Background: an optimization exercise with open tools, aiming at small area. Do not read the settings as production practice.
Function was checked by simulation only, so behaviour that the tests miss may differ from the original.
The flow treats the clock pin as an ideal source, which a real chip does not have.
Power figures rest on the tool's default switching activity, not on a simulated workload.

## v38
==> flow/design.v <==
module elevator(
	input [63:0] requested_floor,
	input [63:0] destination_floor_elevator1,
	input [63:0] destination_floor_elevator2,
	input [63:0] current_floor_elevator1,
	input [63:0] current_floor_elevator2,
	input clk,
	input reset_elevator1,
	input in_emergency_elevator1,
	input reset_elevator2,
	input in_emergency_elevator2,
	output reg [1:0] direction_elevator1,
	output reg [1:0] direction_elevator2,
	output reg request_taken,
	output reg elevator1_status,
	output reg elevator2_status,
	output arrived_elevator1,
	output arrived_elevator2,
	output reg emergency_signal_elevator1,
	output reg emergency_signal_elevator2,
	output [63:0] current_floor_output_elevator1,
	output [63:0] current_floor_output_elevator2,
	output [63:0] final_floor_elevator1,
	output [63:0] final_floor_elevator2
	);
function [5:0] enc;
	input [63:0] x;
	reg [7:0] row, col;
	integer i;
	begin
		for (i = 0; i < 8; i = i + 1) begin
			row[i] = |x[8*i +: 8];
			col[i] = x[i] | x[8+i] | x[16+i] | x[24+i] | x[32+i] | x[40+i] | x[48+i] | x[56+i];
		end
		enc[0] = col[1] | col[3] | col[5] | col[7];
		enc[1] = col[2] | col[3] | col[6] | col[7];
		enc[2] = col[4] | col[5] | col[6] | col[7];
		enc[3] = row[1] | row[3] | row[5] | row[7];
		enc[4] = row[2] | row[3] | row[6] | row[7];
		enc[5] = row[4] | row[5] | row[6] | row[7];
	end
endfunction
function [63:0] dec;
	input [5:0] k;
	reg [7:0] row, col;
	integer i;
	begin
		row = 8'd1 << k[5:3];
		col = 8'd1 << k[2:0];
		for (i = 0; i < 64; i = i + 1)
			dec[i] = row[i / 8] & col[i % 8];
	end
endfunction
function [5:0] step;
	input [5:0] c;
	input up, dn;
	reg u, d;
	integer i;
	begin
		u = up;
		d = dn;
		for (i = 0; i < 6; i = i + 1) begin
			step[i] = c[i] ^ (u | d);
			u = u & c[i];
			d = d & !c[i];
		end
	end
endfunction
reg [5:0] cur1, cur2, fin1, fin2;
assign current_floor_output_elevator1 = dec(cur1);
assign current_floor_output_elevator2 = dec(cur2);
assign final_floor_elevator1 = dec(fin1);
assign final_floor_elevator2 = dec(fin2);
wire [5:0] req = enc(requested_floor);
wire [5:0] dst1 = enc(destination_floor_elevator1);
wire [5:0] dst2 = enc(destination_floor_elevator2);
wire [5:0] ld1 = enc(current_floor_elevator1);
wire [5:0] ld2 = enc(current_floor_elevator2);
wire take1 = !elevator1_status && !request_taken && fin2 != req && cur1 == dst1;
wire take2 = !take1 && !elevator2_status && !request_taken && fin1 != req && cur2 == dst2;
wire [5:0] f1 = reset_elevator1 ? dst1 : take1 ? req : fin1;
wire [5:0] c1 = reset_elevator1 ? ld1 : cur1;
wire [5:0] f2 = reset_elevator2 ? dst2 : take2 ? req : fin2;
wire [5:0] c2 = reset_elevator2 ? ld2 : cur2;
wire up1 = !in_emergency_elevator1 && f1 > c1;
wire dn1 = !in_emergency_elevator1 && f1 < c1;
wire eq1 = f1 == c1;
wire up2 = !in_emergency_elevator2 && f2 > c2;
wire dn2 = !in_emergency_elevator2 && f2 < c2;
wire eq2 = f2 == c2;
assign arrived_elevator1 = !(direction_elevator1[0] | direction_elevator1[1]);
assign arrived_elevator2 = !(direction_elevator2[0] | direction_elevator2[1]);
always @(posedge clk) begin
	fin1 <= f1;
	fin2 <= f2;
	cur1 <= step(c1, up1, dn1);
	cur2 <= step(c2, up2, dn2);
	direction_elevator1 <= {dn1, up1};
	direction_elevator2 <= {dn2, up2};
	emergency_signal_elevator1 <= in_emergency_elevator1;
	emergency_signal_elevator2 <= in_emergency_elevator2;
	elevator1_status <= !eq1 && (!in_emergency_elevator1 || (!reset_elevator1 && elevator1_status));
	elevator2_status <= !eq2 && (!in_emergency_elevator2 || (!reset_elevator2 && elevator2_status));
	request_taken <= (request_taken | take1 | take2) & !reset_elevator1 & !reset_elevator2 & !eq1 & !eq2;
end
endmodule
Settings: LEC_CHECK=0, CAP_MARGIN=20, CORE_AREA=10 10 210 210, DIE_AREA=0 0 220 220, SLEW_MARGIN=20; clock period 10.0 ns.
standard.sh (not shown) runs the stock make flow with config.mk's settings and CLKGATE_MAP_FILE= SYNTH_SCRIPT=/design/flow/synth_recipe.tcl, a recipe that flattens the netlist after the stock synthesis.
==> flow/flow/run.sh <==
#!/bin/bash
# The standard ORFS layout, with an area-oriented synthesis (flow/synth.tcl) and the
# smallest buffer cell for the port buffers. Full tool output: standard_flow.log and
# orfs/logs/.
set -euo pipefail
export MY_WORK=$(pwd)
export MY_ABC_SCRIPT=$MY_WORK/flow/area.script
export BUFFER_PORTS_ARGS="-buffer_cell sky130_fd_sc_hd__buf_1"
bash standard.sh SYNTH_SCRIPT=$MY_WORK/flow/synth.tcl finish > standard_flow.log 2>&1
==> flow/flow/area.script <==
strash
&get -n
&fraig -x
&put
scorr
dc2
strash
dch -f
amap -F 20 -A 40 -C 5000
==> flow/flow/synth.tcl <==
# The standard synthesis (synth_recipe.tcl in the work folder), with two changes that
# leave the registers alone: ABC maps with the area-oriented script in flow/area.script, and
# Yosys does not extract half/full adders (ABC maps that logic instead).
proc abc {args} {
  set i [lsearch -exact $args -script]
  if {$i >= 0} { lset args [expr {$i + 1}] $::env(MY_ABC_SCRIPT) }
  yosys abc {*}$args
}
proc extract_fa {args} {}
source $::env(MY_WORK)/synth_recipe.tcl
v38 finished all stages; the layout is clean.
> inputs changed (v38 -> v22)
-- flow/flow/run.sh --
<<< v38, line 8
export BUFFER_PORTS_ARGS="-buffer_cell sky130_fd_sc_hd__buf_1"
bash standard.sh SYNTH_SCRIPT=$MY_WORK/flow/synth.tcl finish > standard_flow.log 2>&1
>>> v22, line 8
export BUFFER_PORTS_ARGS="-buffer_cell sky130_fd_sc_hd__buf_1"
export CTS_ARGS="-sink_clustering_enable -repair_clock_nets -dont_use_dummy_load -root_buf sky130_fd_sc_hd__clkbuf_4 -buf_list sky130_fd_sc_hd__clkbuf_4 -sink_clustering_size 20"
bash standard.sh SYNTH_SCRIPT=$MY_WORK/flow/synth.tcl finish > standard_flow.log 2>&1
-- flow/config.mk --
<<< v38, line 10
export DIE_AREA = 0 0 220 220
export SLEW_MARGIN = 20
>>> v22, line 10
export DIE_AREA = 0 0 220 220
export GPL_TIMING_DRIVEN = 0
export SLEW_MARGIN = 20
--- outcome ---
v38 has a lower detail-routed net length per standard cell than v22.
Comparing v22 and v38, the lower fraction of power consumed by the clock network was measured on v22.
Relative to v38, the power spent charging and discharging nets of v22 is lower by 1.1%.
Diff v38 -> v22 | slack of the critical path | decrease of 0.15 ns
Global-route usage (lower): v22
Summary: with v38 as the reference, final area in v22 moved down slightly.
The clock period minus final worst setup slack in v22 was higher than what v38 gave.
In the metrics for v22 and v38, the one carrying the higher number of global-route vias before repair is v38.
Compare v22 and v38 | part of the total power dissipated in combinational logic higher: v22
Diff v38..v22 | number of placed I/O pins | unchanged
## Diff of input files: v5 against v22
==> flow/flow/run.sh <==
#!/bin/bash
# The standard ORFS layout, with an area-oriented synthesis (flow/synth.tcl), the
# smallest buffer cell for the port buffers and a one-buffer clock tree (flow/cts.tcl).
# Full tool output: standard_flow.log and orfs/logs/.
set -euo pipefail
export MY_WORK=$(pwd)
export MY_ABC_SCRIPT=$MY_WORK/flow/area.script
export BUFFER_PORTS_ARGS="-buffer_cell sky130_fd_sc_hd__buf_1"
export PRE_CTS_TCL=$MY_WORK/flow/cts.tcl
export MY_CLOCK_PORT=clk
export MY_CLOCK_BUF=sky130_fd_sc_hd__clkbuf_16
bash standard.sh SYNTH_SCRIPT=$MY_WORK/flow/synth.tcl finish > standard_flow.log 2>&1
==> flow/flow/cts.tcl (new file) <==
# Sourced before ORFS's CTS step (PRE_CTS_TCL). The design has a few dozen flip-flops, so the
# clock tree is a single clock buffer: this replaces clock_tree_synthesis with a step that
# puts one buffer between the clock port and every clock pin, placed at the pins' centroid
# (detailed placement then legalises it).
proc clock_tree_synthesis {args} {
  set block [ord::get_db_block]
  set clk [$block findNet $::env(MY_CLOCK_PORT)]
  set master [[ord::get_db] findMaster $::env(MY_CLOCK_BUF)]
  set buf [odb::dbInst_create $block $master clkbuf_root]
  set net [odb::dbNet_create $block clknet_root]
  $net setSigType CLOCK
  set sx 0
  set sy 0
  set n 0
  foreach it [$clk getITerms] {
    set inst [$it getInst]
    set loc [$inst getLocation]
    incr sx [lindex $loc 0]
    incr sy [lindex $loc 1]
    incr n
    $it disconnect
    $it connect $net
  }
  [$buf findITerm A] connect $clk
  [$buf findITerm X] connect $net
  $buf setLocation [expr {$sx / $n}] [expr {$sy / $n}]
  $buf setPlacementStatus PLACED
  puts "Clock buffer $::env(MY_CLOCK_BUF) drives $n clock pins"
}
-- flow/config.mk --
<<< v22, line 8
export CAP_MARGIN = 20
export CORE_AREA = 10 10 210 210
export DIE_AREA = 0 0 220 220
export GPL_TIMING_DRIVEN = 0
>>> v5, line 8
export CAP_MARGIN = 20
export CORE_AREA = 5 5 125 125
export DIE_AREA = 0 0 130 130
export GPL_TIMING_DRIVEN = 0
Notes after the runs:
Comparing v5 and v22, the one run not ending clean was v5. Comparing v5 against v22, there is no change at all in per-instance average area after synthesis. v5 -> v22: number of flops mapped to enable cells by yosys flat. Delta (v5 minus v22): number of nets produced by synthesis closely matched the old numbers; floorplan die height decreased by about 40% relative to the old numbers; initial standard-cell utilization of the core increased by 20 points relative to the old numbers; number of rows in the core area decreased by 30 relative to the old numbers; simple-gate area share of the yosys netlist closely matched the old numbers.
Edits applied to the flow inputs when going from v5 to v49:
==> flow/flow/run.sh <==
#!/bin/bash
# The standard ORFS layout, with an area-oriented synthesis (flow/synth.tcl) and the
# smallest buffer cell for the port buffers. Full tool output: standard_flow.log and
# orfs/logs/.
set -euo pipefail
export MY_WORK=$(pwd)
export MY_ABC_SCRIPT=$MY_WORK/flow/area.script
export BUFFER_PORTS_ARGS="-buffer_cell sky130_fd_sc_hd__buf_1"
export CTS_ARGS="-sink_clustering_enable -repair_clock_nets -dont_use_dummy_load -root_buf sky130_fd_sc_hd__clkbuf_8 -buf_list sky130_fd_sc_hd__clkbuf_8 -sink_clustering_size 40 -sink_clustering_max_diameter 400"
bash standard.sh SYNTH_SCRIPT=$MY_WORK/flow/synth.tcl finish > standard_flow.log 2>&1
-- flow/config.mk --
<<< v5, line 8
export CAP_MARGIN = 20
export CORE_AREA = 5 5 125 125
export DIE_AREA = 0 0 130 130
export GPL_TIMING_DRIVEN = 0
>>> v49, line 8
export CAP_MARGIN = 20
export CORE_AREA = 10 10 210 210
export DIE_AREA = 0 0 220 220
export GPL_TIMING_DRIVEN = 0
removed: flow/flow/cts.tcl
--- outcome ---
- Note that the width of the chip recorded for v5 amounts to 0.59 times the value seen in v49.
- v49 went all the way through the flow, and no timing, DRC or antenna check failed.
- Reported for v5 and v49, synthesized cell count turned out identical to the last digit.
- Note that the standard-cell row count recorded for v49 amounts to 1.7 times the value seen in v5.

==> afterwards: timing with drivers on the ports <==
The results above use ideal ports. As a check the final layouts listed here were re-extracted and re-timed, cells and wires unchanged. Step 1 assumes that a clkbuf_16 drives the clock port and a buf_2 every other input. Step 2 times the ports against the registers' clock, not the clock port: input delays grow and output delays shrink by t, the midpoint of the rising clock arrivals with the driver on. Three values: ideal ports, drivers, drivers and shift; two values: the first two.
| run | t, ns | setup slack, ns | clock arrival spread, ns |
|---|---|---|---|
| v38 | 0.309 | 1.848 / 1.853 / 1.544 | 0.007 / 0.006 |
| v22 | 0.391 | 1.696 / 1.696 / 1.305 | 0.020 / 0.020 |
| v49 | 0.326 | 1.588 / 1.585 / 1.259 | 0.013 / 0.012 |
After both steps every run listed still meets setup and hold. For v22, which loses most, drivers alone change the setup slack by 0.000 ns; drivers and shift together by -0.391 ns.
